Source: an optimization exercise on an open RTL-to-GDS flow (aim: small area, a short achievable clock period and few clock cycles per item). Production flows keep margins and buffers that such runs may drop.
RTL that was checked went through simulation tests only; none was proved equivalent to the original.
For run 3, only the layout was checked, not whether the RTL still works.

===== flow/run.sh =====
#!/bin/bash
# synth_recipe.tcl (not shown) runs the flow's synth.tcl, then flattens the netlist and writes it again
# the make line also repeats each setting of config.mk as NAME=value (left out here)
make -C /OpenROAD-flow-scripts/flow DESIGN_CONFIG=/design/flow/config.mk WORK_HOME=/design/flow/orfs CLKGATE_MAP_FILE= SYNTH_SCRIPT=/design/flow/synth_recipe.tcl finish

===== flow/config.mk =====
export PLATFORM = sky130hd
export DESIGN_NAME = geofence
export DESIGN_NICKNAME = geofence
export VERILOG_FILES = /design/flow/design.v
export SDC_FILE = /design/flow/constraint.sdc
export NUM_CORES = 4
export LEC_CHECK = 0
export ABC_AREA = 1
export CAP_MARGIN = 20
export CORE_MARGIN = 2
export CORE_UTILIZATION = 60
export PLACE_DENSITY = 0.75
export SETUP_SLACK_MARGIN = 4.0
export SLEW_MARGIN = 20
export SYNTH_HIERARCHICAL = 1
export SYNTH_MINIMUM_KEEP_SIZE = 0

===== flow/constraint.sdc =====
create_clock -name core_clock -period 8.0 [get_ports {clk}]
set_input_delay 1.6000 -clock core_clock [delete_from_list [all_inputs] [get_ports {clk}]]
set_output_delay 1.6000 -clock core_clock [all_outputs]
set_load 0.01 [all_outputs]

===== flow/design.v =====
`timescale 1ns/10ps
module geofence (clk,reset,X,Y,valid,is_inside);
input           clk;
input           reset;
input   [9:0]   X;
input   [9:0]   Y;
output          valid;
output          is_inside;
reg  [4:0]  cnt;
reg         ph0, ph1, in_vtx, st8, chk, last;
reg  [5:0]  vm;                
reg  [9:0]  ox, oy;
reg  signed [10:0] rx [0:6];
reg  signed [10:0] ry [0:6];
reg         rg [0:6];
reg         rl [0:6];          
reg  [2:0]  rk [0:6];
reg         pl [0:6][0:5];     
reg         pe [0:6][0:5];     
reg         yl [0:5];          
reg         nyl, nyp, newl_r;  
reg  signed [10:0] sx, sy;
integer i, j, k;
function automatic [10:0] sub10(input [9:0] a, input [9:0] b);
    reg [9:0] g, p, nb;
    integer q, d;
    begin
        nb = ~b;
        g = a & nb;
        p = a | nb;
        for (d = 1; d < 10; d = d * 2)
            for (q = 9; q >= d; q = q - 1) begin
                g[q] = g[q] | (p[q] & g[q-d]);
                p[q] = p[q] & p[q-d];
            end
        sub10 = {~(g[9] | p[9]), (a ^ nb) ^ {g[8:0] | p[8:0], 1'b1}};
    end
endfunction
function automatic [1:0] cmp11(input [10:0] a, input [10:0] b);
    reg [10:0] ua, ub, g, p;
    integer q, d;
    begin
        ua = {~a[10], a[9:0]};
        ub = {~b[10], b[9:0]};
        g = ub & ~ua;
        p = ub | ~ua;
        for (d = 1; d < 11; d = d * 2)
            for (q = 10; q >= d; q = q - 1) begin
                g[q] = g[q] | (p[q] & g[q-d]);
                p[q] = p[q] & p[q-d];
            end
        cmp11 = {g[10], g[10] | p[10]};
    end
endfunction
wire signed [10:0] nx = sub10(X, ox);
wire signed [10:0] ny = sub10(Y, oy);
wire        nz = (X == 10'd0);
reg  [1:0] cx [0:5];
reg  [1:0] cy [0:5];
reg        cl;
always @(*) begin
    cl = 1'b0;
    for (k = 0; k < 6; k = k + 1) begin
        cx[k] = cmp11(nx, rx[k]);
        cy[k] = cmp11(ry[k], ny);
        if (k > 0) cl = cl | (rl[k] & !cy[k][0]);
    end
end
reg        newl, ng;
reg        gn [0:6];           
always @(*) begin
    newl = 1'b1;
    for (k = 0; k < 6; k = k + 1)
        newl = newl & (pl[0][k] | !vm[k]);
    ng = !newl && (newl_r ? nyp : nyl);
    gn[0] = ng;
    for (k = 1; k < 7; k = k + 1)
        gn[k] = newl ? yl[k-1] : rg[k];
end
always @(posedge clk) begin
    if (ph0) begin
        ox <= X;
        oy <= Y;
    end
    for (k = 0; k < 6; k = k + 1) begin
        pl[0][k] <= cx[k][1];
        pe[0][k] <= cx[k][0];
        yl[k] <= cy[k][1];
    end
    for (i = 1; i < 7; i = i + 1)
        for (k = 0; k < 6; k = k + 1) begin
            pl[i][k] <= pl[i-1][k];
            pe[i][k] <= pe[i-1][k];
        end
    nyl <= cl && !nz;
    nyp <= !cy[0][0] && !nz;
    newl_r <= newl;
    if (in_vtx) begin
        rx[0] <= nx;
        ry[0] <= ny;
        rg[0] <= 1'b0;
    end else begin
        rx[0] <= rx[6];
        ry[0] <= ry[6];
        rg[0] <= gn[6];
    end
    rl[0] <= 1'b0;
    rl[1] <= newl | rl[0];
    for (i = 1; i < 7; i = i + 1) begin
        rx[i] <= rx[i-1];
        ry[i] <= ry[i-1];
        rg[i] <= gn[i-1];
        if (i > 1) rl[i] <= rl[i-1] & !newl;
    end
end
reg        g [0:6];
reg        lt [0:6][0:6];    
reg  [2:0] rank [0:6];
reg        smax;
reg        sel0 [0:6];       
always @(*) begin
    for (i = 0; i < 7; i = i + 1)
        g[i] = gn[6-i];
    for (i = 0; i < 7; i = i + 1)
        for (j = 0; j < 7; j = j + 1) lt[i][j] = 1'b0;
    for (i = 0; i < 7; i = i + 1)
        for (j = i + 1; j < 7; j = j + 1) begin
            if (!g[i] && !g[j])     lt[i][j] = !pl[6-j][j-1-i];
            else if (g[i] && g[j])  lt[i][j] = pe[6-j][j-1-i];
            else                    lt[i][j] = g[i];
            lt[j][i] = !lt[i][j];
        end
    for (j = 0; j < 7; j = j + 1) begin
        rank[j] = 3'd0;
        for (i = 0; i < 7; i = i + 1)
            rank[j] = rank[j] + {2'b0, lt[i][j]};
    end
    smax = 1'b1;
    for (j = 1; j < 7; j = j + 1)
        smax = smax & !lt[0][j];
    sel0[0] = 1'b0;
    for (j = 1; j < 7; j = j + 1) begin
        sel0[j] = smax ? 1'b1 : lt[0][j];
        for (k = 0; k < 7; k = k + 1)
            if (k != j) begin
                if (smax) sel0[j] = sel0[j] & !lt[k][j];
                else if (k != 0) sel0[j] = sel0[j] & !(lt[0][k] & lt[k][j]);
            end
    end
end
always @(posedge clk) begin
    if (st8) begin
        rk[0] <= rank[0];
        for (i = 1; i < 7; i = i + 1)
            rk[7-i] <= rank[i];
    end else begin
        rk[0] <= rk[6];
        for (i = 1; i < 7; i = i + 1)
            rk[i] <= rk[i-1];
    end
end
reg [2:0] tgt;
reg       sel [0:6];
reg signed [10:0] nsx, nsy;
always @(*) begin
    tgt = (rk[6] == 3'd6) ? 3'd0 : rk[6] + 3'd1;
    for (i = 0; i < 7; i = i + 1)
        sel[i] = st8 ? sel0[6-i] : (rk[i] == tgt);
    nsx = 11'sd0;
    nsy = 11'sd0;
    for (i = 0; i < 7; i = i + 1)
        if (sel[i]) begin
            nsx = nsx | rx[i];
            nsy = nsy | ry[i];
        end
end
wire [10:0] a1 = sx, b1 = ry[0], a2 = sy, b2 = rx[0];
wire [21:0] ca, cb;
wire p1 = ~(a1[0] & b1[0]);
wire p2 = ~(a1[0] & b1[1]);
wire p3 = ~(a1[0] & b1[2]);
wire p4 = ~(a1[0] & b1[3]);
wire p5 = ~(a1[0] & b1[4]);
wire p6 = ~(a1[0] & b1[5]);
wire p7 = ~(a1[0] & b1[6]);
wire p8 = ~(a1[0] & b1[7]);
wire p9 = ~(a1[0] & b1[8]);
wire p10 = ~(a1[0] & b1[9]);
wire p11 = ~(a1[0] & b1[10]);
wire p12 = ~(a1[1] & b1[0]);
wire p13 = ~(a1[1] & b1[1]);
wire p14 = ~(a1[1] & b1[2]);
wire p15 = ~(a1[1] & b1[3]);
wire p16 = ~(a1[1] & b1[4]);
wire p17 = ~(a1[1] & b1[5]);
wire p18 = ~(a1[1] & b1[6]);
wire p19 = ~(a1[1] & b1[7]);
wire p20 = ~(a1[1] & b1[8]);
wire p21 = ~(a1[1] & b1[9]);
wire p22 = ~(a1[1] & b1[10]);
wire p23 = ~(a1[2] & b1[0]);
wire p24 = ~(a1[2] & b1[1]);
wire p25 = ~(a1[2] & b1[2]);
wire p26 = ~(a1[2] & b1[3]);
wire p27 = ~(a1[2] & b1[4]);
wire p28 = ~(a1[2] & b1[5]);
wire p29 = ~(a1[2] & b1[6]);
wire p30 = ~(a1[2] & b1[7]);
wire p31 = ~(a1[2] & b1[8]);
wire p32 = ~(a1[2] & b1[9]);
wire p33 = ~(a1[2] & b1[10]);
wire p34 = ~(a1[3] & b1[0]);
wire p35 = ~(a1[3] & b1[1]);
wire p36 = ~(a1[3] & b1[2]);
wire p37 = ~(a1[3] & b1[3]);
wire p38 = ~(a1[3] & b1[4]);
wire p39 = ~(a1[3] & b1[5]);
wire p40 = ~(a1[3] & b1[6]);
wire p41 = ~(a1[3] & b1[7]);
wire p42 = ~(a1[3] & b1[8]);
wire p43 = ~(a1[3] & b1[9]);
wire p44 = ~(a1[3] & b1[10]);
wire p45 = ~(a1[4] & b1[0]);
wire p46 = ~(a1[4] & b1[1]);
wire p47 = ~(a1[4] & b1[2]);
wire p48 = ~(a1[4] & b1[3]);
wire p49 = ~(a1[4] & b1[4]);
wire p50 = ~(a1[4] & b1[5]);
wire p51 = ~(a1[4] & b1[6]);
wire p52 = ~(a1[4] & b1[7]);
wire p53 = ~(a1[4] & b1[8]);
wire p54 = ~(a1[4] & b1[9]);
wire p55 = ~(a1[4] & b1[10]);
wire p56 = ~(a1[5] & b1[0]);
wire p57 = ~(a1[5] & b1[1]);
wire p58 = ~(a1[5] & b1[2]);
wire p59 = ~(a1[5] & b1[3]);
wire p60 = ~(a1[5] & b1[4]);
wire p61 = ~(a1[5] & b1[5]);
wire p62 = ~(a1[5] & b1[6]);
wire p63 = ~(a1[5] & b1[7]);
wire p64 = ~(a1[5] & b1[8]);
wire p65 = ~(a1[5] & b1[9]);
wire p66 = ~(a1[5] & b1[10]);
wire p67 = ~(a1[6] & b1[0]);
wire p68 = ~(a1[6] & b1[1]);
wire p69 = ~(a1[6] & b1[2]);
wire p70 = ~(a1[6] & b1[3]);
wire p71 = ~(a1[6] & b1[4]);
wire p72 = ~(a1[6] & b1[5]);
wire p73 = ~(a1[6] & b1[6]);
wire p74 = ~(a1[6] & b1[7]);
wire p75 = ~(a1[6] & b1[8]);
wire p76 = ~(a1[6] & b1[9]);
wire p77 = ~(a1[6] & b1[10]);
wire p78 = ~(a1[7] & b1[0]);
wire p79 = ~(a1[7] & b1[1]);
wire p80 = ~(a1[7] & b1[2]);
wire p81 = ~(a1[7] & b1[3]);
wire p82 = ~(a1[7] & b1[4]);
wire p83 = ~(a1[7] & b1[5]);
wire p84 = ~(a1[7] & b1[6]);
wire p85 = ~(a1[7] & b1[7]);
wire p86 = ~(a1[7] & b1[8]);
wire p87 = ~(a1[7] & b1[9]);
wire p88 = ~(a1[7] & b1[10]);
wire p89 = ~(a1[8] & b1[0]);
wire p90 = ~(a1[8] & b1[1]);
wire p91 = ~(a1[8] & b1[2]);
wire p92 = ~(a1[8] & b1[3]);
wire p93 = ~(a1[8] & b1[4]);
wire p94 = ~(a1[8] & b1[5]);
wire p95 = ~(a1[8] & b1[6]);
wire p96 = ~(a1[8] & b1[7]);
wire p97 = ~(a1[8] & b1[8]);
wire p98 = ~(a1[8] & b1[9]);
wire p99 = ~(a1[8] & b1[10]);
wire p100 = ~(a1[9] & b1[0]);
wire p101 = ~(a1[9] & b1[1]);
wire p102 = ~(a1[9] & b1[2]);
wire p103 = ~(a1[9] & b1[3]);
wire p104 = ~(a1[9] & b1[4]);
wire p105 = ~(a1[9] & b1[5]);
wire p106 = ~(a1[9] & b1[6]);
wire p107 = ~(a1[9] & b1[7]);
wire p108 = ~(a1[9] & b1[8]);
wire p109 = ~(a1[9] & b1[9]);
wire p110 = ~(a1[9] & b1[10]);
wire p111 = ~(a1[10] & b1[0]);
wire p112 = ~(a1[10] & b1[1]);
wire p113 = ~(a1[10] & b1[2]);
wire p114 = ~(a1[10] & b1[3]);
wire p115 = ~(a1[10] & b1[4]);
wire p116 = ~(a1[10] & b1[5]);
wire p117 = ~(a1[10] & b1[6]);
wire p118 = ~(a1[10] & b1[7]);
wire p119 = ~(a1[10] & b1[8]);
wire p120 = ~(a1[10] & b1[9]);
wire p121 = ~(a1[10] & b1[10]);
wire p122 = ~(a2[0] & b2[0]);
wire p123 = ~(a2[0] & b2[1]);
wire p124 = ~(a2[0] & b2[2]);
wire p125 = ~(a2[0] & b2[3]);
wire p126 = ~(a2[0] & b2[4]);
wire p127 = ~(a2[0] & b2[5]);
wire p128 = ~(a2[0] & b2[6]);
wire p129 = ~(a2[0] & b2[7]);
wire p130 = ~(a2[0] & b2[8]);
wire p131 = ~(a2[0] & b2[9]);
wire p132 = ~(a2[0] & b2[10]);
wire p133 = ~(a2[1] & b2[0]);
wire p134 = ~(a2[1] & b2[1]);
wire p135 = ~(a2[1] & b2[2]);
wire p136 = ~(a2[1] & b2[3]);
wire p137 = ~(a2[1] & b2[4]);
wire p138 = ~(a2[1] & b2[5]);
wire p139 = ~(a2[1] & b2[6]);
wire p140 = ~(a2[1] & b2[7]);
wire p141 = ~(a2[1] & b2[8]);
wire p142 = ~(a2[1] & b2[9]);
wire p143 = ~(a2[1] & b2[10]);
wire p144 = ~(a2[2] & b2[0]);
wire p145 = ~(a2[2] & b2[1]);
wire p146 = ~(a2[2] & b2[2]);
wire p147 = ~(a2[2] & b2[3]);
wire p148 = ~(a2[2] & b2[4]);
wire p149 = ~(a2[2] & b2[5]);
wire p150 = ~(a2[2] & b2[6]);
wire p151 = ~(a2[2] & b2[7]);
wire p152 = ~(a2[2] & b2[8]);
wire p153 = ~(a2[2] & b2[9]);
wire p154 = ~(a2[2] & b2[10]);
wire p155 = ~(a2[3] & b2[0]);
wire p156 = ~(a2[3] & b2[1]);
wire p157 = ~(a2[3] & b2[2]);
wire p158 = ~(a2[3] & b2[3]);
wire p159 = ~(a2[3] & b2[4]);
wire p160 = ~(a2[3] & b2[5]);
wire p161 = ~(a2[3] & b2[6]);
wire p162 = ~(a2[3] & b2[7]);
wire p163 = ~(a2[3] & b2[8]);
wire p164 = ~(a2[3] & b2[9]);
wire p165 = ~(a2[3] & b2[10]);
wire p166 = ~(a2[4] & b2[0]);
wire p167 = ~(a2[4] & b2[1]);
wire p168 = ~(a2[4] & b2[2]);
wire p169 = ~(a2[4] & b2[3]);
wire p170 = ~(a2[4] & b2[4]);
wire p171 = ~(a2[4] & b2[5]);
wire p172 = ~(a2[4] & b2[6]);
wire p173 = ~(a2[4] & b2[7]);
wire p174 = ~(a2[4] & b2[8]);
wire p175 = ~(a2[4] & b2[9]);
wire p176 = ~(a2[4] & b2[10]);
wire p177 = ~(a2[5] & b2[0]);
wire p178 = ~(a2[5] & b2[1]);
wire p179 = ~(a2[5] & b2[2]);
wire p180 = ~(a2[5] & b2[3]);
wire p181 = ~(a2[5] & b2[4]);
wire p182 = ~(a2[5] & b2[5]);
wire p183 = ~(a2[5] & b2[6]);
wire p184 = ~(a2[5] & b2[7]);
wire p185 = ~(a2[5] & b2[8]);
wire p186 = ~(a2[5] & b2[9]);
wire p187 = ~(a2[5] & b2[10]);
wire p188 = ~(a2[6] & b2[0]);
wire p189 = ~(a2[6] & b2[1]);
wire p190 = ~(a2[6] & b2[2]);
wire p191 = ~(a2[6] & b2[3]);
wire p192 = ~(a2[6] & b2[4]);
wire p193 = ~(a2[6] & b2[5]);
wire p194 = ~(a2[6] & b2[6]);
wire p195 = ~(a2[6] & b2[7]);
wire p196 = ~(a2[6] & b2[8]);
wire p197 = ~(a2[6] & b2[9]);
wire p198 = ~(a2[6] & b2[10]);
wire p199 = ~(a2[7] & b2[0]);
wire p200 = ~(a2[7] & b2[1]);
wire p201 = ~(a2[7] & b2[2]);
wire p202 = ~(a2[7] & b2[3]);
wire p203 = ~(a2[7] & b2[4]);
wire p204 = ~(a2[7] & b2[5]);
wire p205 = ~(a2[7] & b2[6]);
wire p206 = ~(a2[7] & b2[7]);
wire p207 = ~(a2[7] & b2[8]);
wire p208 = ~(a2[7] & b2[9]);
wire p209 = ~(a2[7] & b2[10]);
wire p210 = ~(a2[8] & b2[0]);
wire p211 = ~(a2[8] & b2[1]);
wire p212 = ~(a2[8] & b2[2]);
wire p213 = ~(a2[8] & b2[3]);
wire p214 = ~(a2[8] & b2[4]);
wire p215 = ~(a2[8] & b2[5]);
wire p216 = ~(a2[8] & b2[6]);
wire p217 = ~(a2[8] & b2[7]);
wire p218 = ~(a2[8] & b2[8]);
wire p219 = ~(a2[8] & b2[9]);
wire p220 = ~(a2[8] & b2[10]);
wire p221 = ~(a2[9] & b2[0]);
wire p222 = ~(a2[9] & b2[1]);
wire p223 = ~(a2[9] & b2[2]);
wire p224 = ~(a2[9] & b2[3]);
wire p225 = ~(a2[9] & b2[4]);
wire p226 = ~(a2[9] & b2[5]);
wire p227 = ~(a2[9] & b2[6]);
wire p228 = ~(a2[9] & b2[7]);
wire p229 = ~(a2[9] & b2[8]);
wire p230 = ~(a2[9] & b2[9]);
wire p231 = ~(a2[9] & b2[10]);
wire p232 = ~(a2[10] & b2[0]);
wire p233 = ~(a2[10] & b2[1]);
wire p234 = ~(a2[10] & b2[2]);
wire p235 = ~(a2[10] & b2[3]);
wire p236 = ~(a2[10] & b2[4]);
wire p237 = ~(a2[10] & b2[5]);
wire p238 = ~(a2[10] & b2[6]);
wire p239 = ~(a2[10] & b2[7]);
wire p240 = ~(a2[10] & b2[8]);
wire p241 = ~(a2[10] & b2[9]);
wire p242 = ~(a2[10] & b2[10]);
wire s243 = p131 ^ p141;
wire c244 = p131 | p141;
wire s245 = p11 ^ p111;
wire c246 = p11 | p111;
wire s247, c248;
fadd us247 (.a(p21), .b(p31), .c(p41), .s(s247), .co(c248));
wire s249 = p142 ^ p152;
wire c250 = p142 & p152;
wire s251 = p22 ^ p112;
wire c252 = p22 | p112;
wire s253, c254;
fadd us253 (.a(p32), .b(p42), .c(p52), .s(s253), .co(c254));
wire s255 = p153 ^ p163;
wire c256 = p153 & p163;
wire s257, c258;
fadd us257 (.a(p43), .b(p53), .c(p63), .s(s257), .co(c258));
wire s259 = p128 ^ p138;
wire c260 = p128 | p138;
wire s261 = p129 ^ p139;
wire c262 = p129 | p139;
wire s263, c264;
fadd us263 (.a(p8), .b(p18), .c(p28), .s(s263), .co(c264));
wire s265 = p149 ^ p159;
wire c266 = p149 & p159;
wire s267 = p130 ^ p140;
wire c268 = p130 | p140;
wire s269, c270;
fadd us269 (.a(p9), .b(p19), .c(p29), .s(s269), .co(c270));
wire s271, c272;
fadd us271 (.a(p39), .b(p49), .c(p59), .s(s271), .co(c272));
wire s273, c274;
fadd us273 (.a(p69), .b(p79), .c(p89), .s(s273), .co(c274));
wire s275 = p150 ^ p160;
wire c276 = p150 & p160;
wire s277, c278;
fadd us277 (.a(p10), .b(p20), .c(p30), .s(s277), .co(c278));
wire s279, c280;
fadd us279 (.a(p40), .b(p50), .c(p60), .s(s279), .co(c280));
wire s281, c282;
fadd us281 (.a(p70), .b(p80), .c(p90), .s(s281), .co(c282));
wire s283, c284;
fadd us283 (.a(p151), .b(p161), .c(p171), .s(s283), .co(c284));
wire s285, c286;
fadd us285 (.a(p181), .b(p191), .c(p201), .s(s285), .co(c286));
wire s287 = p211 ^ p221;
wire c288 = p211 & p221;
wire s289, c290;
fadd us289 (.a(p51), .b(p61), .c(p71), .s(s289), .co(c290));
wire s291, c292;
fadd us291 (.a(p81), .b(p91), .c(p101), .s(s291), .co(c292));
wire s293, c294;
fadd us293 (.a(p132), .b(p232), .c(s245), .s(s293), .co(c294));
wire s295, c296;
fadd us295 (.a(p162), .b(p172), .c(p182), .s(s295), .co(c296));
wire s297, c298;
fadd us297 (.a(p192), .b(p202), .c(p212), .s(s297), .co(c298));
wire s299, c300;
fadd us299 (.a(p222), .b(c244), .c(s249), .s(s299), .co(c300));
wire s301, c302;
fadd us301 (.a(p62), .b(p72), .c(p82), .s(s301), .co(c302));
wire s303, c304;
fadd us303 (.a(p92), .b(p102), .c(p143), .s(s303), .co(c304));
wire s305, c306;
fadd us305 (.a(p233), .b(c248), .c(s251), .s(s305), .co(c306));
wire s307, c308;
fadd us307 (.a(p173), .b(p183), .c(p193), .s(s307), .co(c308));
wire s309, c310;
fadd us309 (.a(p203), .b(p213), .c(p223), .s(s309), .co(c310));
wire s311, c312;
fadd us311 (.a(c246), .b(c250), .c(s255), .s(s311), .co(c312));
wire s313, c314;
fadd us313 (.a(p73), .b(p83), .c(p93), .s(s313), .co(c314));
wire s315, c316;
fadd us315 (.a(p103), .b(p154), .c(p234), .s(s315), .co(c316));
wire s317, c318;
fadd us317 (.a(p33), .b(p113), .c(p164), .s(s317), .co(c318));
wire s319, c320;
fadd us319 (.a(p174), .b(p184), .c(p194), .s(s319), .co(c320));
wire s321, c322;
fadd us321 (.a(p204), .b(p214), .c(p224), .s(s321), .co(c322));
wire i323 = ~c254;
wire s324, c325;
fadd us324 (.a(c252), .b(c256), .c(i323), .s(s324), .co(c325));
wire s326, c327;
fadd us326 (.a(p54), .b(p64), .c(p74), .s(s326), .co(c327));
wire s328, c329;
fadd us328 (.a(p84), .b(p94), .c(p104), .s(s328), .co(c329));
wire s330, c331;
fadd us330 (.a(p165), .b(p235), .c(c258), .s(s330), .co(c331));
wire s332, c333;
fadd us332 (.a(p44), .b(p114), .c(p175), .s(s332), .co(c333));
wire s334, c335;
fadd us334 (.a(p185), .b(p195), .c(p205), .s(s334), .co(c335));
wire s336, c337;
fadd us336 (.a(p65), .b(p75), .c(p85), .s(s336), .co(c337));
wire s338, c339;
fadd us338 (.a(p95), .b(p105), .c(p176), .s(s338), .co(c339));
wire s340, c341;
fadd us340 (.a(p55), .b(p115), .c(p186), .s(s340), .co(c341));
wire s342, c343;
fadd us342 (.a(p76), .b(p86), .c(p96), .s(s342), .co(c343));
wire s344 = p126 ^ p136;
wire c345 = p126 | p136;
wire s346 = p127 ^ p137;
wire c347 = p127 | p137;
wire s348, c349;
fadd us348 (.a(p6), .b(p16), .c(p26), .s(s348), .co(c349));
wire s350 = p147 ^ p157;
wire c351 = p147 & p157;
wire s352, c353;
fadd us352 (.a(p7), .b(p17), .c(p27), .s(s352), .co(c353));
wire s354, c355;
fadd us354 (.a(p37), .b(p47), .c(p57), .s(s354), .co(c355));
wire s356, c357;
fadd us356 (.a(p148), .b(p158), .c(p168), .s(s356), .co(c357));
wire s358 = p178 ^ p188;
wire c359 = p178 & p188;
wire s360, c361;
fadd us360 (.a(p38), .b(p48), .c(p58), .s(s360), .co(c361));
wire s362, c363;
fadd us362 (.a(p68), .b(p78), .c(s261), .s(s362), .co(c363));
wire s364, c365;
fadd us364 (.a(p169), .b(p179), .c(p189), .s(s364), .co(c365));
wire s366, c367;
fadd us366 (.a(p199), .b(c260), .c(s265), .s(s366), .co(c367));
wire s368, c369;
fadd us368 (.a(c264), .b(s267), .c(s269), .s(s368), .co(c369));
wire s370, c371;
fadd us370 (.a(p170), .b(p180), .c(p190), .s(s370), .co(c371));
wire s372, c373;
fadd us372 (.a(p200), .b(p210), .c(c262), .s(s372), .co(c373));
wire i374 = ~s271;
wire s375, c376;
fadd us375 (.a(c266), .b(s275), .c(i374), .s(s375), .co(c376));
wire s377, c378;
fadd us377 (.a(p100), .b(s243), .c(c270), .s(s377), .co(c378));
wire s379, c380;
fadd us379 (.a(c272), .b(c274), .c(s277), .s(s379), .co(c380));
wire s381, c382;
fadd us381 (.a(c268), .b(c276), .c(s283), .s(s381), .co(c382));
wire i383 = ~s279;
wire s384, c385;
fadd us384 (.a(s285), .b(s287), .c(i383), .s(s384), .co(c385));
wire s386, c387;
fadd us386 (.a(s247), .b(c278), .c(c280), .s(s386), .co(c387));
wire s388, c389;
fadd us388 (.a(c282), .b(s289), .c(s291), .s(s388), .co(c389));
wire s390, c391;
fadd us390 (.a(c284), .b(c286), .c(c288), .s(s390), .co(c391));
wire s392, c393;
fadd us392 (.a(s295), .b(s297), .c(s299), .s(s392), .co(c393));
wire s394, c395;
fadd us394 (.a(s253), .b(c290), .c(c292), .s(s394), .co(c395));
wire s396, c397;
fadd us396 (.a(c294), .b(s301), .c(s303), .s(s396), .co(c397));
wire s398, c399;
fadd us398 (.a(c296), .b(c298), .c(c300), .s(s398), .co(c399));
wire s400, c401;
fadd us400 (.a(s307), .b(s309), .c(s311), .s(s400), .co(c401));
wire s402, c403;
fadd us402 (.a(s257), .b(c302), .c(c304), .s(s402), .co(c403));
wire s404, c405;
fadd us404 (.a(c306), .b(s313), .c(s315), .s(s404), .co(c405));
wire s406, c407;
fadd us406 (.a(c308), .b(c310), .c(c312), .s(s406), .co(c407));
wire s408, c409;
fadd us408 (.a(s317), .b(s319), .c(s321), .s(s408), .co(c409));
wire s410, c411;
fadd us410 (.a(c314), .b(c316), .c(s326), .s(s410), .co(c411));
wire s412, c413;
fadd us412 (.a(p215), .b(p225), .c(c318), .s(s412), .co(c413));
wire s414, c415;
fadd us414 (.a(c320), .b(c322), .c(c325), .s(s414), .co(c415));
wire i416 = ~s328;
wire s417, c418;
fadd us417 (.a(s332), .b(s334), .c(i416), .s(s417), .co(c418));
wire s419, c420;
fadd us419 (.a(p236), .b(c327), .c(c329), .s(s419), .co(c420));
wire s421, c422;
fadd us421 (.a(c331), .b(s336), .c(s338), .s(s421), .co(c422));
wire s423, c424;
fadd us423 (.a(p196), .b(p206), .c(p216), .s(s423), .co(c424));
wire s425, c426;
fadd us425 (.a(p226), .b(c333), .c(c335), .s(s425), .co(c426));
wire s427, c428;
fadd us427 (.a(p106), .b(p187), .c(p237), .s(s427), .co(c428));
wire s429, c430;
fadd us429 (.a(c337), .b(c339), .c(s342), .s(s429), .co(c430));
wire s431, c432;
fadd us431 (.a(p66), .b(p116), .c(p197), .s(s431), .co(c432));
wire s433, c434;
fadd us433 (.a(p207), .b(p217), .c(p227), .s(s433), .co(c434));
wire s435, c436;
fadd us435 (.a(p87), .b(p97), .c(p107), .s(s435), .co(c436));
wire s437, c438;
fadd us437 (.a(p198), .b(p238), .c(c343), .s(s437), .co(c438));
wire s439, c440;
fadd us439 (.a(p77), .b(p117), .c(p208), .s(s439), .co(c440));
wire s441, c442;
fadd us441 (.a(p98), .b(p108), .c(p209), .s(s441), .co(c442));
wire s443 = p124 ^ p134;
wire c444 = p124 & p134;
wire s445 = p125 ^ p135;
wire c446 = p125 | p135;
wire s447, c448;
fadd us447 (.a(p4), .b(p14), .c(p24), .s(s447), .co(c448));
wire s449, c450;
fadd us449 (.a(p5), .b(p15), .c(p25), .s(s449), .co(c450));
wire s451, c452;
fadd us451 (.a(p35), .b(p45), .c(s344), .s(s451), .co(c452));
wire s453 = p146 ^ p156;
wire c454 = p146 & p156;
wire s455, c456;
fadd us455 (.a(p36), .b(p46), .c(p56), .s(s455), .co(c456));
wire s457, c458;
fadd us457 (.a(p167), .b(p177), .c(c345), .s(s457), .co(c458));
wire i459 = ~s350;
wire s460, c461;
fadd us460 (.a(i459), .b(s346), .c(s348), .s(s460), .co(c461));
wire s462, c463;
fadd us462 (.a(p67), .b(s259), .c(c349), .s(s462), .co(c463));
wire s464, c465;
fadd us464 (.a(c347), .b(c351), .c(s356), .s(s464), .co(c465));
wire i466 = ~s358;
wire s467, c468;
fadd us467 (.a(i466), .b(s352), .c(s354), .s(s467), .co(c468));
wire s469, c470;
fadd us469 (.a(s263), .b(c353), .c(c355), .s(s469), .co(c470));
wire s471, c472;
fadd us471 (.a(c357), .b(c359), .c(s364), .s(s471), .co(c472));
wire i473 = ~s366;
wire s474, c475;
fadd us474 (.a(i473), .b(s360), .c(s362), .s(s474), .co(c475));
wire s476, c477;
fadd us476 (.a(s273), .b(c361), .c(c363), .s(s476), .co(c477));
wire s478, c479;
fadd us478 (.a(c365), .b(c367), .c(s370), .s(s478), .co(c479));
wire i480 = ~s368;
wire s481, c482;
fadd us481 (.a(s372), .b(s375), .c(i480), .s(s481), .co(c482));
wire s483, c484;
fadd us483 (.a(s281), .b(c369), .c(s377), .s(s483), .co(c484));
wire s485, c486;
fadd us485 (.a(c371), .b(c373), .c(c376), .s(s485), .co(c486));
wire i487 = ~s379;
wire s488, c489;
fadd us488 (.a(s381), .b(s384), .c(i487), .s(s488), .co(c489));
wire s490, c491;
fadd us490 (.a(s293), .b(c378), .c(c380), .s(s490), .co(c491));
wire s492, c493;
fadd us492 (.a(c382), .b(c385), .c(s390), .s(s492), .co(c493));
wire i494 = ~s392;
wire s495, c496;
fadd us495 (.a(i494), .b(s386), .c(s388), .s(s495), .co(c496));
wire s497, c498;
fadd us497 (.a(s305), .b(c387), .c(c389), .s(s497), .co(c498));
wire s499, c500;
fadd us499 (.a(c391), .b(c393), .c(s398), .s(s499), .co(c500));
wire i501 = ~s400;
wire s502, c503;
fadd us502 (.a(i501), .b(s394), .c(s396), .s(s502), .co(c503));
wire s504, c505;
fadd us504 (.a(c395), .b(c397), .c(s402), .s(s504), .co(c505));
wire s506, c507;
fadd us506 (.a(s324), .b(c399), .c(c401), .s(s506), .co(c507));
wire i508 = ~s404;
wire s509, c510;
fadd us509 (.a(s406), .b(s408), .c(i508), .s(s509), .co(c510));
wire s511, c512;
fadd us511 (.a(s330), .b(c403), .c(c405), .s(s511), .co(c512));
wire s513, c514;
fadd us513 (.a(c407), .b(c409), .c(s412), .s(s513), .co(c514));
wire i515 = ~s410;
wire s516, c517;
fadd us516 (.a(s414), .b(s417), .c(i515), .s(s516), .co(c517));
wire s518, c519;
fadd us518 (.a(c411), .b(s419), .c(s421), .s(s518), .co(c519));
wire s520, c521;
fadd us520 (.a(s340), .b(c413), .c(c415), .s(s520), .co(c521));
wire s522, c523;
fadd us522 (.a(c418), .b(s423), .c(s425), .s(s522), .co(c523));
wire s524, c525;
fadd us524 (.a(c420), .b(c422), .c(s427), .s(s524), .co(c525));
wire s526, c527;
fadd us526 (.a(c341), .b(c424), .c(c426), .s(s526), .co(c527));
wire i528 = ~s429;
wire s529, c530;
fadd us529 (.a(s431), .b(s433), .c(i528), .s(s529), .co(c530));
wire s531, c532;
fadd us531 (.a(c428), .b(c430), .c(s435), .s(s531), .co(c532));
wire s533, c534;
fadd us533 (.a(p218), .b(p228), .c(c432), .s(s533), .co(c534));
wire i535 = ~s437;
wire s536, c537;
fadd us536 (.a(c434), .b(s439), .c(i535), .s(s536), .co(c537));
wire s538, c539;
fadd us538 (.a(p239), .b(c436), .c(c438), .s(s538), .co(c539));
wire s540, c541;
fadd us540 (.a(p88), .b(p118), .c(p219), .s(s540), .co(c541));
wire i542 = ~s441;
wire s543, c544;
fadd us543 (.a(p229), .b(c440), .c(i542), .s(s543), .co(c544));
wire s545, c546;
fadd us545 (.a(p109), .b(p220), .c(p240), .s(s545), .co(c546));
wire s547, c548;
fadd us547 (.a(p99), .b(p119), .c(p230), .s(s547), .co(c548));
wire s549 = p123 ^ p133;
wire c550 = p123 & p133;
wire s551 = p144 ^ s443;
wire c552 = p144 | s443;
wire s553 = p3 ^ p13;
wire c554 = ~p3 & ~p13;
wire s555, c556;
fadd us555 (.a(p34), .b(s445), .c(s447), .s(s555), .co(c556));
wire s557, c558;
fadd us557 (.a(p145), .b(p155), .c(c444), .s(s557), .co(c558));
wire s559, c560;
fadd us559 (.a(c448), .b(s449), .c(s451), .s(s559), .co(c560));
wire s561, c562;
fadd us561 (.a(p166), .b(c446), .c(s453), .s(s561), .co(c562));
wire s563, c564;
fadd us563 (.a(c450), .b(c452), .c(s455), .s(s563), .co(c564));
wire i565 = ~s460;
wire s566, c567;
fadd us566 (.a(c454), .b(s457), .c(i565), .s(s566), .co(c567));
wire s568, c569;
fadd us568 (.a(c456), .b(c461), .c(s462), .s(s568), .co(c569));
wire i570 = ~s467;
wire s571, c572;
fadd us571 (.a(c458), .b(s464), .c(i570), .s(s571), .co(c572));
wire s573, c574;
fadd us573 (.a(c463), .b(c468), .c(s469), .s(s573), .co(c574));
wire i575 = ~s474;
wire s576, c577;
fadd us576 (.a(c465), .b(s471), .c(i575), .s(s576), .co(c577));
wire s578, c579;
fadd us578 (.a(c470), .b(c475), .c(s476), .s(s578), .co(c579));
wire s580, c581;
fadd us580 (.a(c472), .b(s478), .c(s481), .s(s580), .co(c581));
wire s582, c583;
fadd us582 (.a(c479), .b(c482), .c(s485), .s(s582), .co(c583));
wire i584 = ~s488;
wire s585, c586;
fadd us585 (.a(i584), .b(c477), .c(s483), .s(s585), .co(c586));
wire s587, c588;
fadd us587 (.a(c484), .b(s490), .c(s495), .s(s587), .co(c588));
wire s589, c590;
fadd us589 (.a(c486), .b(c489), .c(s492), .s(s589), .co(c590));
wire s591, c592;
fadd us591 (.a(c491), .b(c496), .c(s497), .s(s591), .co(c592));
wire i593 = ~s502;
wire s594, c595;
fadd us594 (.a(c493), .b(s499), .c(i593), .s(s594), .co(c595));
wire s596, c597;
fadd us596 (.a(c498), .b(c503), .c(s504), .s(s596), .co(c597));
wire s598, c599;
fadd us598 (.a(c500), .b(s506), .c(s509), .s(s598), .co(c599));
wire s600, c601;
fadd us600 (.a(c507), .b(c510), .c(s513), .s(s600), .co(c601));
wire i602 = ~s516;
wire s603, c604;
fadd us603 (.a(i602), .b(c505), .c(s511), .s(s603), .co(c604));
wire s605, c606;
fadd us605 (.a(c514), .b(c517), .c(s520), .s(s605), .co(c606));
wire i607 = ~s522;
wire s608, c609;
fadd us608 (.a(i607), .b(c512), .c(s518), .s(s608), .co(c609));
wire s610, c611;
fadd us610 (.a(c521), .b(c523), .c(s526), .s(s610), .co(c611));
wire i612 = ~s529;
wire s613, c614;
fadd us613 (.a(i612), .b(c519), .c(s524), .s(s613), .co(c614));
wire s615, c616;
fadd us615 (.a(c527), .b(c530), .c(s533), .s(s615), .co(c616));
wire i617 = ~s536;
wire s618, c619;
fadd us618 (.a(i617), .b(c525), .c(s531), .s(s618), .co(c619));
wire s620, c621;
fadd us620 (.a(c534), .b(c537), .c(s540), .s(s620), .co(c621));
wire i622 = ~s543;
wire s623, c624;
fadd us623 (.a(i622), .b(c532), .c(s538), .s(s623), .co(c624));
wire s625, c626;
fadd us625 (.a(c442), .b(c539), .c(s545), .s(s625), .co(c626));
wire s627, c628;
fadd us627 (.a(c541), .b(c544), .c(s547), .s(s627), .co(c628));
wire s629, c630;
fadd us629 (.a(p231), .b(p241), .c(c546), .s(s629), .co(c630));
wire s631, c632;
fadd us631 (.a(p110), .b(p120), .c(c548), .s(s631), .co(c632));
wire s633 = s549 ^ p2;
wire c634 = s549 & ~p2;
wire i635 = ~p23;
wire s636, c637;
fadd us636 (.a(c550), .b(s553), .c(i635), .s(s636), .co(c637));
wire s638, c639;
fadd us638 (.a(c552), .b(c554), .c(s557), .s(s638), .co(c639));
wire i640 = ~c556;
wire s641, c642;
fadd us641 (.a(c558), .b(s561), .c(i640), .s(s641), .co(c642));
wire i643 = ~c560;
wire s644, c645;
fadd us644 (.a(c562), .b(s566), .c(i643), .s(s644), .co(c645));
wire i646 = ~c564;
wire s647, c648;
fadd us647 (.a(c567), .b(s571), .c(i646), .s(s647), .co(c648));
wire i649 = ~c569;
wire s650, c651;
fadd us650 (.a(c572), .b(s576), .c(i649), .s(s650), .co(c651));
wire i652 = ~c574;
wire s653, c654;
fadd us653 (.a(c577), .b(s580), .c(i652), .s(s653), .co(c654));
wire i655 = ~c579;
wire s656, c657;
fadd us656 (.a(c581), .b(s582), .c(i655), .s(s656), .co(c657));
wire i658 = ~c586;
wire s659, c660;
fadd us659 (.a(c583), .b(s589), .c(i658), .s(s659), .co(c660));
wire i661 = ~c588;
wire s662, c663;
fadd us662 (.a(c590), .b(s594), .c(i661), .s(s662), .co(c663));
wire i664 = ~c592;
wire s665, c666;
fadd us665 (.a(c595), .b(s598), .c(i664), .s(s665), .co(c666));
wire i667 = ~c597;
wire s668, c669;
fadd us668 (.a(c599), .b(s600), .c(i667), .s(s668), .co(c669));
wire i670 = ~c604;
wire s671, c672;
fadd us671 (.a(c601), .b(s605), .c(i670), .s(s671), .co(c672));
wire i673 = ~c609;
wire s674, c675;
fadd us674 (.a(c606), .b(s610), .c(i673), .s(s674), .co(c675));
wire i676 = ~c614;
wire s677, c678;
fadd us677 (.a(c611), .b(s615), .c(i676), .s(s677), .co(c678));
wire i679 = ~c619;
wire s680, c681;
fadd us680 (.a(c616), .b(s620), .c(i679), .s(s680), .co(c681));
wire i682 = ~c624;
wire s683, c684;
fadd us683 (.a(c621), .b(s627), .c(i682), .s(s683), .co(c684));
wire i685 = ~c626;
wire s686, c687;
fadd us686 (.a(c628), .b(s631), .c(i685), .s(s686), .co(c687));
wire i688 = ~p121;
wire s689, c690;
fadd us689 (.a(p242), .b(c632), .c(i688), .s(s689), .co(c690));
wire s691 = p12 ^ s633;
wire c692 = ~p12 & ~s633;
wire i693 = ~s551;
wire s694, c695;
fadd us694 (.a(c634), .b(s636), .c(i693), .s(s694), .co(c695));
wire i696 = ~s555;
wire s697, c698;
fadd us697 (.a(c637), .b(s638), .c(i696), .s(s697), .co(c698));
wire i699 = ~s559;
wire s700, c701;
fadd us700 (.a(c639), .b(s641), .c(i699), .s(s700), .co(c701));
wire i702 = ~s563;
wire s703, c704;
fadd us703 (.a(c642), .b(s644), .c(i702), .s(s703), .co(c704));
wire i705 = ~s568;
wire s706, c707;
fadd us706 (.a(c645), .b(s647), .c(i705), .s(s706), .co(c707));
wire i708 = ~s573;
wire s709, c710;
fadd us709 (.a(c648), .b(s650), .c(i708), .s(s709), .co(c710));
wire i711 = ~s578;
wire s712, c713;
fadd us712 (.a(c651), .b(s653), .c(i711), .s(s712), .co(c713));
wire i714 = ~s585;
wire s715, c716;
fadd us715 (.a(c654), .b(s656), .c(i714), .s(s715), .co(c716));
wire i717 = ~s587;
wire s718, c719;
fadd us718 (.a(c657), .b(s659), .c(i717), .s(s718), .co(c719));
wire i720 = ~s591;
wire s721, c722;
fadd us721 (.a(c660), .b(s662), .c(i720), .s(s721), .co(c722));
wire i723 = ~s596;
wire s724, c725;
fadd us724 (.a(c663), .b(s665), .c(i723), .s(s724), .co(c725));
wire i726 = ~s603;
wire s727, c728;
fadd us727 (.a(c666), .b(s668), .c(i726), .s(s727), .co(c728));
wire i729 = ~s608;
wire s730, c731;
fadd us730 (.a(c669), .b(s671), .c(i729), .s(s730), .co(c731));
wire i732 = ~s613;
wire s733, c734;
fadd us733 (.a(c672), .b(s674), .c(i732), .s(s733), .co(c734));
wire i735 = ~s618;
wire s736, c737;
fadd us736 (.a(c675), .b(s677), .c(i735), .s(s736), .co(c737));
wire i738 = ~s623;
wire s739, c740;
fadd us739 (.a(c678), .b(s680), .c(i738), .s(s739), .co(c740));
wire i741 = ~s625;
wire s742, c743;
fadd us742 (.a(c681), .b(s683), .c(i741), .s(s742), .co(c743));
wire i744 = ~s629;
wire s745, c746;
fadd us745 (.a(c684), .b(s686), .c(i744), .s(s745), .co(c746));
wire i747 = ~c630;
wire s748, c749;
fadd us748 (.a(c687), .b(s689), .c(i747), .s(s748), .co(c749));
assign ca = {c690, c746, c743, c740, c737, c734, c731, c728, c725, c722, c719, c716, c713, c710, c707, c704, c701, c698, c695, c692, s691, p122};
assign cb = {c749, s748, s745, s742, s739, s736, s733, s730, s727, s724, s721, s718, s715, s712, s709, s706, s703, s700, s697, s694, 1'b1, ~p1};
reg  [21:0] csa, csb;
always @(posedge clk) begin
    sx <= nsx;
    sy <= nsy;
    csa <= ca;
    csb <= cb;
end
reg  [20:0] tg, tp;
integer q, d;
always @(*) begin
    tg = csa[20:0] & csb[20:0];
    tp = csa[20:0] | csb[20:0];
    for (d = 1; d < 16; d = d * 2)
        for (q = 2 * d - 1; q < 21; q = q + 2 * d) begin
            tg[q] = tg[q] | (tp[q] & tg[q-d]);
            tp[q] = tp[q] & tp[q-d];
        end
end
wire c20 = tg[19] | (tp[19] & tg[15]);
wire c21 = tg[20] | (tp[20] & c20);
wire pass = !(csa[21] ^ csb[21] ^ c21);
wire done = chk && (!pass || last);
wire [4:0] cnt_n = done ? 5'd0 : cnt + 5'd1;
always @(posedge clk) begin
    if (reset) begin
        cnt <= 5'd0;
        ph0 <= 1'b1;
        ph1 <= 1'b0;
        in_vtx <= 1'b0;
        st8 <= 1'b0;
        chk <= 1'b0;
        last <= 1'b0;
    end else begin
        cnt <= cnt_n;
        ph0 <= cnt_n == 5'd0;
        ph1 <= cnt_n == 5'd1;
        in_vtx <= cnt_n >= 5'd1 && cnt_n <= 5'd7;
        st8 <= cnt_n == 5'd8;
        chk <= cnt_n >= 5'd10 && cnt_n <= 5'd16;
        last <= cnt_n == 5'd16;
    end
    vm <= (ph0 || ph1) ? 6'd0 : {vm[4:0], 1'b1};
end
assign valid = done;
assign is_inside = pass;
endmodule
module fadd (a, b, c, s, co);
input  a, b, c;
output s, co;
assign s = a ^ b ^ c;
assign co = (a & b) | (c & (a ^ b));
endmodule

==> results.json, run 1 <==
{
  "startpoint_type": "flip-flop",
  "htreeDepth": 2,
  "fillers": 2735,
  "synth.most_common_cell": "nand2_1",
  "maxSlewHeadroom_pct": 31.8,
  "ant_nets": 0,
  "crit_type": "flip-flop to flip-flop",
  "cp.arrival_ps": 4390,
  "synthCells": 2660,
  "cts.clk_slew.worst_paths_ps": 60,
  "crit_top_cell": "fa_1",
  "finalSetupViolations": 0,
  "drt_iter0_markers": 1403,
  "yosys.area.top_type": "dfxtp_1",
  "clock_latency_ps": 570,
  "initial_utilization_pct": 61.0,
  "rsz0062_at_grt": "yes",
  "cts_tree": "yes",
  "synthesis.area_sq_um": 21100,
  "synth-main-ff-cell": "dfxtp_1",
  "post-route-min-period_ps": 3950,
  "antenna_found_initial": 0,
  "fin_ws_ps": 4050,
  "cp-end-kind": "flip-flop",
  "outcome": "finished clean",
  "cts_root_buf": "clkbuf_16",
  "cp.required_ps": 8440,
  "finalClockSkew_ps": 18.5,
  "synth_area_leaders": "dfxtp_1 30%, fa_1 21%, nand2_1 14%, inv_1 6.6%, ha_1 4.6%",
  "finalMaxSlewViolations": 0,
  "core_area_sq_um": 34600,
  "dieArea_sq_um": 36700,
  "place_area_sq_um": 21600,
  "die_y_um": 192,
  "grt_pass1_vias": 17200,
  "ys_warn_count": 23,
  "num_io_pins": 24,
  "drive_above_1_share_pct": 10.8,
  "yosys_register_bits": 338,
  "fin_area_sq_um": 23700,
  "clock_path_buffers": 3,
  "worst-path-stages": 10,
  "grt_usage_pct": 32.1,
  "slowest_delay_ps": 660,
  "gp_congestion": 0.942,
  "async_reset_ff_share_pct": 0,
  "via_per_inst": 5.53,
  "pre_cts_slack_ps": 3350,
  "hold_viol": 0,
  "path_delay_family": "adder cells",
  "dp_hpwl_mm": 41.4,
  "final_nets": 3003,
  "route.detailed.drc": 0,
  "netlist.area_leader.share_pct": 30.1,
  "tns_ps": 0,
  "critical_path.cell_chain": "nand2_1, fa_1, inv_1, fa_1, fa_1, inv_1, fa_1, inv_1, fa_1, fa_1",
  "grt_pass1_wl_mm": 90.4,
  "wire_per_inst_um": 18.1,
  "cts_hold_buf": 0,
  "yosys.cell_types.count": 54,
  "max-cap-violations": 0,
  "reg2regPathDepth": 10,
  "portBuffers": 23,
  "path_max_fanout": 11,
  "synth_nets": 2980,
  "synth_enable_flop_cells": 20,
  "cp_num_buf_inv": 3,
  "hold_class": "flip-flop to flip-flop",
  "syn_avg_cell_area_sq_um": 7.95,
  "worstMarginPinSlew_ps": 1020,
  "cts.sinks": 338,
  "die_width_um": 192,
  "drt_first_pass_iters": 6,
  "totalWireLength_mm": 57.5,
  "cp_slowest_cell": "dfxtp_1",
  "yosysSeqAreaShare_pct": 33.0,
  "fp-row-count": 68,
  "grt_overflow": 0,
  "holdPathStages": 0,
  "num_antenna_cells": 0,
  "syn2layout_area_growth_pct": 12.2,
  "grt_max_degree": 47,
  "synth_common_cells": "808 x nand2_1, 374 x inv_1, 318 x dfxtp_1",
  "cts_buffers": 39,
  "vias": 17500,
  "max_freq_ghz": 0.253,
  "finalCritPeriodShare_pct": 49.4
}
==> per-module statistics from Yosys (local to each module, per instance) <==
module    flops+latches  cell area, sq um
fadd                  0              20.0
geofence            338             17200
==> what timing repair did <==
action / CTS / global route
buffers inserted: 14 / 17
pin swaps: 6 / 22
cloned: 0 / 2
setup endpoints to repair: 31 / 64
resized for setup: 78 / 109
==> routing by layer <==
layer  routed length (um)  GRT usage [%]
met5                    0              0
met4                 2590           14.3
met3                 4470           5.23
met2                26900           52.7
met1                23600           42.0
==> cell type report <==
cell class                 instances  area [sq um]  share of cell area [%]
tap                              455           569                    2.40
timing repair buffer              65           578                    2.44
multi-input combinational       1854         12700                    53.5
inverter                         385          1450                    6.12
sequential                       338          7070                    29.8
clock inverter                    18           178                   0.749
clock buffer                      53          1170                    4.94
==> metrics by stage <==
step / instances / hold slack, ps / utilization (%)
finish: 3168 / 336 / 68.5
global route: 3168 / 349 / 68.5
detailed placement: 3064 / 334 / 62.5
CTS: 3149 / 340 / 67.1
floorplan: 2660 / 324 / -
global placement: 3063 / 330 / 62.4
==> cells by family (layout without fill, tap and decap cells) <==
family	count (synthesis)	after routing	share of synthesized area, %
compound gates	240	240	6.64
xor+xnor	20	20	0.829
fa+ha+maj	298	298	25.5
buf+inv	470	521	8.71
simple gates	1294	1296	25.4
flops	338	338	33.0
==> sequential cells by signal, indices dropped and copies added (netlist names), 10 cells and up <==
signal / flops
oy: 10
ox: 10
pl: 21
ry: 77
sx: 11
csb: 21
pe: 21
rx: 77
sy: 11
rk: 21
csa: 22
==> path summary, 6_finish.rpt <==
kind | start | endpoint | slack [ps]
max | sx[9] | csb[14] | 4050
min reg2reg | rx[2][2] | rx[3][2] | 340
max reg2reg | sx[9] | csb[14] | 4050
min | rx[2][2] | rx[3][2] | 340
==> cells in the final DEF (no fill, tap or decap), drive strengths merged, types with 9 or more instances in the layout <==
cell and instances:
nand2 828, inv 382, dfxtp 318, nor2 241, fa 220, nand3 157
o21ai 129, ha 78, clkbuf 55, a21oi 50, buf 42, clkdlybuf4s50 21
edfxtp 20, or2 20, xor2 18, nor3 16, clkinv 16, nand4 14
nand3b 13, a211oi 10, a21boi 9
Testbench counts, summed over its fixed seeds: cycles 34,026, items 2,400.
==> run 2: changes to the inputs <==
--- a/flow/design.v
+++ b/flow/design.v
@@ -927,28 +927,45 @@
 fadd us748 (.a(c687), .b(s689), .c(i747), .s(s748), .co(c749));
 assign ca = {c690, c746, c743, c740, c737, c734, c731, c728, c725, c722, c719, c716, c713, c710, c707, c704, c701, c698, c695, c692, s691, p122};
 assign cb = {c749, s748, s745, s742, s739, s736, s733, s730, s727, s724, s721, s718, s715, s712, s709, s706, s703, s700, s697, s694, 1'b1, ~p1};
-reg  [21:0] csa, csb;
+function automatic carry8(input [7:0] a, input [7:0] b);
+    reg [7:0] g, p;
+    integer q, d;
+    begin
+        g = a & b;
+        p = a | b;
+        for (d = 1; d < 8; d = d * 2)
+            for (q = 2 * d - 1; q < 8; q = q + 2 * d) begin
+                g[q] = g[q] | (p[q] & g[q-d]);
+                p[q] = p[q] & p[q-d];
+            end
+        carry8 = g[7];
+    end
+endfunction
+reg  [21:8] csa, csb;
+reg         cs8;
 always @(posedge clk) begin
     sx <= nsx;
     sy <= nsy;
-    csa <= ca;
-    csb <= cb;
+    csa <= ca[21:8];
+    csb <= cb[21:8];
+    cs8 <= carry8(ca[7:0], cb[7:0]);
 end
-reg  [20:0] tg, tp;
+reg  [12:0] tg, tp;
 integer q, d;
 always @(*) begin
-    tg = csa[20:0] & csb[20:0];
-    tp = csa[20:0] | csb[20:0];
-    for (d = 1; d < 16; d = d * 2)
-        for (q = 2 * d - 1; q < 21; q = q + 2 * d) begin
+    tg = csa[20:8] & csb[20:8];
+    tp = csa[20:8] | csb[20:8];
+    for (d = 1; d < 8; d = d * 2)
+        for (q = 2 * d - 1; q < 13; q = q + 2 * d) begin
             tg[q] = tg[q] | (tp[q] & tg[q-d]);
             tp[q] = tp[q] & tp[q-d];
         end
 end
-wire c20 = tg[19] | (tp[19] & tg[15]);
-wire c21 = tg[20] | (tp[20] & c20);
+wire c16 = tg[7] | (tp[7] & cs8);
+wire c20 = tg[11] | (tp[11] & c16);
+wire c21 = tg[12] | (tp[12] & c20);
 wire pass = !(csa[21] ^ csb[21] ^ c21);
-wire done = chk && (!pass || last);
+wire done = last || (chk && !pass);
 wire [4:0] cnt_n = done ? 5'd0 : cnt + 5'd1;
 always @(posedge clk) begin
     if (reset) begin
--- a/flow/config.mk
+++ b/flow/config.mk
@@ -10,7 +10,7 @@
 export CORE_MARGIN = 2
 export CORE_UTILIZATION = 60
 export PLACE_DENSITY = 0.75
-export SETUP_SLACK_MARGIN = 4.0
+export SETUP_SLACK_MARGIN = 3.5
 export SLEW_MARGIN = 20
 export SYNTH_HIERARCHICAL = 1
 export SYNTH_MINIMUM_KEEP_SIZE = 0
==> run 2 against run 1 <==
Net effect:
- largest cell class unchanged
- synthesized area decreased by 2.4%
- cell count is 3.2% lower
- final area shrank 5.7%
- non-clock buffer count shrank 31
- critical endpoint is now nyp
- global-route usage is 0.73 points lower
- setup slack got worse by 410 ps
- critical path depth rose by 6
- fmax shrank 9.4%
- critical path type is now input pin to flip-flop
- first-iteration DRC count is 21% higher
==> results.json, run 2 <==
{
  "totalWireLength_mm": 54.8,
  "hold_class": "flip-flop to flip-flop",
  "cts_tree": "yes",
  "drt_iter0_markers": 1704,
  "cts_root_buf": "clkbuf_16",
  "critical_path.cell_chain": "clkdlybuf4s50_1, inv_1, ha_1, nor2_1, inv_1, nor2_1, and2_1, nand2_1, nand3_1, nor2_1, a31oi_1, nand3_1, nor3b_1, nand2_1, nand4_1, nor2_1",
  "dieArea_sq_um": 35900,
  "num_io_pins": 24,
  "layout_common_cells": "803 x nand2_1, 378 x inv_1, 293 x dfxtp_1, 220 x fa_1, 218 x nor2_1",
  "num_antenna_cells": 0,
  "utilization_pct": 66.4,
  "slowest_delay_ps": 520,
  "cp_slowest_cell": "clkdlybuf4s50_1",
  "drt_first_pass_iters": 6,
  "yosysSeqAreaShare_pct": 32.4,
  "finalCritPeriodShare_pct": 54.5,
  "grt_overflow": 0,
  "yosys_register_bits": 324,
  "final_nets": 2914,
  "largest_registers": "rx x77, ry x77",
  "cts_buffers": 35,
  "postCtsSetupBuffers": 0,
  "grt_pass1_wl_mm": 87.5,
  "synth.most_common_cell": "nand2_1",
  "finalMaxSlewViolations": 0,
  "synthesis.area_sq_um": 20600,
  "tns_ps": 0,
  "synth_enable_flop_cells": 20,
  "rsz0062_at_grt": "no",
  "post-route-min-period_ps": 4360,
  "maxSlewHeadroom_pct": 36.1,
  "syn_avg_cell_area_sq_um": 7.92,
  "crit_top_cell": "nor2_1",
  "synth_nets": 2926,
  "yosys.cell_types.count": 51,
  "clock_path_buffers": 3,
  "worstMarginPinSlew_ps": 949,
  "cts.clk_slew.worst_paths_ps": 60,
  "max-cap-violations": 0,
  "vias": 16800,
  "grt_max_degree": 41,
  "grt_pass1_vias": 16700,
  "dp_hpwl_mm": 41.0,
  "crit_type": "input pin to flip-flop",
  "synth_area_leaders": "dfxtp_1 29%, fa_1 21%, nand2_1 15%, inv_1 6.9%, ha_1 4.7%",
  "clock_latency_ps": 560,
  "yosys.area.top_type": "dfxtp_1",
  "cts.sinks": 324,
  "cp-end-kind": "flip-flop",
  "ys_warn_count": 23,
  "startpoint_type": "input pin",
  "wire_per_inst_um": 17.9,
  "htreeDepth": 2,
  "outcome": "finished clean",
  "grt_usage_pct": 31.4,
  "hold_viol": 0,
  "place_area_sq_um": 21100,
  "initial_utilization_pct": 61.2,
  "max_freq_ghz": 0.229,
  "core_area_sq_um": 33700,
  "netlist.area_leader.share_pct": 29.5,
  "async_reset_ff_share_pct": 0,
  "cp.arrival_ps": 4800,
  "synth-main-ff-cell": "dfxtp_1",
  "fp-row-count": 67,
  "fillers": 2890,
  "synth_common_cells": "808 x nand2_1, 378 x inv_1, 304 x dfxtp_1",
  "fin_area_sq_um": 22400,
  "cp.required_ps": 8440,
  "portBuffers": 23,
  "finalClockSkew_ps": 28.6,
  "syn2layout_area_growth_pct": 8.39,
  "via_per_inst": 5.47,
  "gp_congestion": 0.974,
  "fin_hold_ws_ps": 338,
  "final_common_cell": "nand2_1",
  "drive_above_1_share_pct": 5.57,
  "ant_nets": 0,
  "finalSetupViolations": 0,
  "synthCells": 2606,
  "die_width_um": 189,
  "route.detailed.drc": 0,
  "die_y_um": 189,
  "antenna_found_initial": 1,
  "path_max_fanout": 11
}
## run 2: cell types whose count changed in the layout (fill, tap and decap cells not counted), moves of 11 or more
cell	previous run	this run
buf_4	35	11
dfxtp_4	20	0
nand2_1	783	803
dfxtp_1	275	293
nand3_1	146	132
dfxtp_2	23	11
nand2_2	32	20
nor3_1	16	5
## run 2: cell type report
class / instances / area [sq um] / share of cell area, %
sequential: 324 / 6700 / 30.0
tap: 448 / 561 / 2.51
multi-input combinational: 1812 / 12200 / 54.4
inverter: 387 / 1460 / 6.51
clock inverter: 16 / 185 / 0.828
clock buffer: 46 / 978 / 4.37
timing repair buffer: 34 / 315 / 1.41
## run 2: critical path: cells and delay by family
family	cells	cell delay, ps
compound gates	1	270
fa+ha+maj	1	220
buf+inv	3	670
simple gates	11	2020
## run 2: kinds of logic (layout without fill, tap and decap cells)
family	Yosys count	count (layout)	synth area share [%]
AND/OR/NAND/NOR	1245	1245	24.7
flip-flops	324	324	32.4
AO/OA/AOI/OAI	245	245	6.94
adder cells (fa/ha/maj)	299	299	26.1
buffers and inverters	470	483	8.88
XOR/XNOR	23	23	0.976
## run 2: what timing repair did
| action | CTS | global route |
|---|---|---|
| hold buffers | 0 | 0 |
| pin swaps | 1 | 1 |
| hold endpoints to repair | 0 | 0 |
| cloned | 0 | 0 |
| resized for setup | 10 | 19 |
| endpoints found under the setup margin | 5 | 32 |
## run 2: worst paths after layout
kind / startpoint / end / slack, ps / cells past startpoint
worst max register to register: sy[3] / csb[11] / 3690 / 10
worst min register to register: rx[4][6] / rx[5][6] / 340 / 0
worst max-delay path: Y[2] / nyp / 3640 / 16
worst min-delay path: rx[4][6] / rx[5][6] / 340 / 0
## run 2: modules after synthesis, one instance, submodules excluded
module | flip-flops and latches | cells inside | cell area [sq um] | times used
geofence | 324 | 2407 | 16700 | 1
fadd | 0 | 1 | 20.0 | 199
## run 2: per-stage QoR
stage	instances	setup WS, ps
2_1_floorplan	2606	3810
3_3_place_gp	3005	3250
3_5_place_dp	3005	3190
4_1_cts	3067	3500
5_1_grt	3067	3510
6_report	3067	3640
## run 2: per-layer routing
| metal | up-vias | routed length, um | GRT usage (%) |
|---|---|---|---|
| li1 | 7984 | - | - |
| met2 | 700 | 25500 | 51.6 |
| met5 | - | 0 | 0 |
| met4 | 0 | 1800 | 10.9 |
| met1 | 7972 | 23500 | 42.5 |
| met3 | 133 | 4030 | 4.76 |
Testbench counts of run 2, summed over its fixed seeds: cycles 34,026, items 2,400.
==> run 3: changes to the inputs <==
--- a/flow/design.v
+++ b/flow/design.v
@@ -20,6 +20,7 @@
 reg         yl [0:5];          
 reg         nyl, nyp, newl_r;  
 reg  signed [10:0] sx, sy;
+reg         bxp, bxn, byp, byn;    
 integer i, j, k;
 function automatic [10:0] sub10(input [9:0] a, input [9:0] b);
     reg [9:0] g, p, nb;
@@ -92,6 +93,12 @@
             pl[i][k] <= pl[i-1][k];
             pe[i][k] <= pe[i-1][k];
         end
+    if (in_vtx) begin
+        bxp <= (bxp || ph1) && !nx[10];
+        bxn <= (bxn || ph1) && (nx[10] || nx == 11'd0);
+        byp <= (byp || ph1) && !ny[10];
+        byn <= (byn || ph1) && (ny[10] || ny == 11'd0);
+    end
     nyl <= cl && !nz;
     nyp <= !cy[0][0] && !nz;
     newl_r <= newl;
@@ -965,7 +972,8 @@
 wire c20 = tg[11] | (tp[11] & c16);
 wire c21 = tg[12] | (tp[12] & c20);
 wire pass = !(csa[21] ^ csb[21] ^ c21);
-wire done = last || (chk && !pass);
+wire boxout = bxp || bxn || byp || byn;
+wire done = last || (chk && !pass) || (st8 && boxout);
 wire [4:0] cnt_n = done ? 5'd0 : cnt + 5'd1;
 always @(posedge clk) begin
     if (reset) begin
@@ -988,7 +996,7 @@
     vm <= (ph0 || ph1) ? 6'd0 : {vm[4:0], 1'b1};
 end
 assign valid = done;
-assign is_inside = pass;
+assign is_inside = pass && !st8;
 endmodule
 module fadd (a, b, c, s, co);
 input  a, b, c;
--- a/flow/config.mk
+++ b/flow/config.mk
@@ -9,8 +9,10 @@
 export CAP_MARGIN = 20
 export CORE_MARGIN = 2
 export CORE_UTILIZATION = 60
+export CTS_CLUSTER_DIAMETER = 100
+export CTS_CLUSTER_SIZE = 30
 export PLACE_DENSITY = 0.75
-export SETUP_SLACK_MARGIN = 3.5
+export SETUP_SLACK_MARGIN = 4.0
 export SLEW_MARGIN = 20
 export SYNTH_HIERARCHICAL = 1
 export SYNTH_MINIMUM_KEEP_SIZE = 0
==> run 3 against run 2 <==
Net effect:
- still clean on timing, DRC and antenna
- synthesized cell count rose by 2.9%
- largest cell class unchanged
- global-route usage rose by 0.79 points
- critical endpoint is now csb[11]
==> results.json, run 3 <==
{
  "dp_hpwl_mm": 42.1,
  "outcome": "finished clean",
  "max-cap-violations": 0,
  "grt_overflow": 0,
  "post-route-min-period_ps": 4060,
  "hold_class": "flip-flop to flip-flop",
  "synthMuxAreaShare_pct": 0,
  "synth_fa_ha_area_share_pct": 25.4,
  "ant_nets": 0,
  "route.detailed.drc": 0,
  "grt_usage_pct": 32.2,
  "grt_pass1_vias": 17300,
  "via_per_inst": 5.66,
  "synth_nets": 3002,
  "finalSetupViolations": 0,
  "cp.required_ps": 8400,
  "cts_root_buf": "clkbuf_16",
  "yosys.cell_types.count": 51,
  "clock_latency_ps": 550,
  "finalClockSkew_ps": 41.2,
  "synthCells": 2682,
  "startpoint_type": "flip-flop",
  "fp-row-count": 68,
  "cts_tree": "yes",
  "grt_max_degree": 44,
  "htreeDepth": 1,
  "rsz0062_at_grt": "yes",
  "totalWireLength_mm": 59.8,
  "drive_above_1_share_pct": 11.9,
  "drt_first_pass_iters": 8,
  "ys_warn_count": 23,
  "vias": 18000,
  "synth_compound_area_share_pct": 7.04,
  "m1WireLength_mm": 23.8,
  "num_antenna_cells": 0,
  "cts_buffers": 16,
  "synth_common_cells": "798 x nand2_1, 391 x inv_1, 304 x dfxtp_1",
  "wire_per_inst_um": 18.8,
  "yosysSeqAreaShare_pct": 32.2,
  "worstMarginPinSlew_ps": 909,
  "die_width_um": 192,
  "yosys_register_bits": 328,
  "final_common_cell": "nand2_1",
  "synth_enable_flop_cells": 24,
  "layout_common_cells": "771 x nand2_1, 382 x inv_1, 258 x dfxtp_1, 209 x fa_1, 207 x nor2_1",
  "synth_area_leaders": "dfxtp_1 29%, fa_1 21%, nand2_1 14%, inv_1 6.9%, ha_1 4.6%",
  "drt_iter0_markers": 1814,
  "finalMaxSlewViolations": 0,
  "path_max_fanout": 4,
  "async_reset_ff_share_pct": 0,
  "route.met3.wl_mm": 6.63,
  "finalCritPeriodShare_pct": 50.7,
  "finalNonFillerCells": 3185,
  "cp.arrival_ps": 4460,
  "yosys.area_share.simple_pct": 25.1,
  "tns_ps": 0,
  "yosys.area.top_type": "dfxtp_1",
  "routed-wl-met2_mm": 26.8,
  "clock_path_buffers": 3,
  "largest_registers": "rx x77, ry x77",
  "maxUsedRoutingLayer": "met4",
  "initial_utilization_pct": 61.1,
  "synth-main-ff-cell": "dfxtp_1",
  "portBuffers": 23
}
[run 3: changes by cell type in the layout (fill, tap and decap cells not counted), sizes merged, moves of 11 or more]
cell	before	now
a21oi	53	94
buf	11	85
clkbuf	46	21
clkinv	13	2
inv	386	404
nand3	137	153
nor3	6	18
[run 3: layer usage]
metal,global-route usage (%),vias up
met1,43.4,8460
met4,12.9,0
met3,6.65,197
met5,0,-
met2,50.8,1036
li1,-,8341
[run 3: area by class of cell]
type	instances	area (sq um)
clock buffer	18	408
clock inverter	6	88.8
fill	2791	11100
multi-input combinational	1868	13000
sequential	328	6930
timing repair buffer	109	1000
tap	455	569
inverter	401	1510
[run 3: final timing paths]
path	from	to	slack, ps	cells after the start
worst max-delay path	rx[0][8]	csb[11]	3940	11
worst min-delay path	rx[1][2]	rx[2][2]	340	0
worst max register to register	rx[0][8]	csb[11]	3940	11
worst min register to register	rx[1][2]	rx[2][2]	340	0
[run 3: cell families (layout without fill, tap and decap cells)]
family                     count (synthesis)  in the layout
AOI/OAI and AO/OA                        268            268
xor gates and xnor gates                  28             28
adders and majority gates                298            298
buffers and inverters                    489            534
DFF                                      328            328
and+or+nand+nor                         1271           1274
[run 3: critical path: stages (launching register included)]
cell and delay [ps]:
dfxtp_2 350, buf_8 140, nand2_4 60, ha_4 270, fa_1 440, fa_1 570, inv_1 70, fa_1 550
inv_2 60, fa_2 540, fa_2 430, fa_1 430
[run 3: Yosys stat by module (local to each module, per instance)]
module / flops+latches / cell area (sq um)
fadd: 0 / 20.0
geofence: 328 / 17200
[run 3: what timing repair did]
| item | CTS | global route |
|---|---|---|
| pin swaps | 16 | 38 |
| gates resized for setup | 100 | 149 |
| cloned | 1 | 3 |
| setup endpoints to repair | 65 | 76 |
| hold buffers | 0 | 0 |
| setup buffers | 28 | 47 |
[run 3: per-stage QoR]
step                      hold WS [ps]  setup WS [ps]  utilization, %
final                              345           3940            67.8
after global routing               358           3880            67.8
after CTS                          348           3830            65.2
after detailed placement           331           3240            62.4
after global placement             329           3360            62.4
after floorplan                    324           3990               -

-- what the ideal ports hide --
No port has a modelled driver above. Below, the same layouts with a new extraction and two added sets of constraints.
Step 1 (the two cells are an assumption about what drives the block):
set clk [get_ports {clk}]
set_driving_cell -lib_cell sky130_fd_sc_hd__clkbuf_16 $clk
set_driving_cell -lib_cell sky130_fd_sc_hd__buf_2 [delete_from_list [all_inputs] $clk]
Step 2 moves the port delays by t, midway between the first and last clock arrival at a register: inputs arrive t later, outputs are due t later. That takes back most of the time a late clock gives input paths.
Slacks: ideal / step 1 / step 2; pairs: ideal / step 1.
run | t, ns | setup slack, ns | hold WS [ns]
run 1 | 0.612 | 4.049 / 4.034 / 3.580 | 0.336 / 0.336 / 0.336
run 2 | 0.597 | 3.641 / 3.668 / 3.070 | 0.338 / 0.338 / 0.338
run 3 | 0.587 | 3.943 / 3.943 / 3.631 | 0.345 / 0.345 / 0.345
After both steps every run listed still meets setup and hold. The setup slack of run 2, which loses most, moves by +0.027 ns with the drivers and by -0.571 ns with both steps.
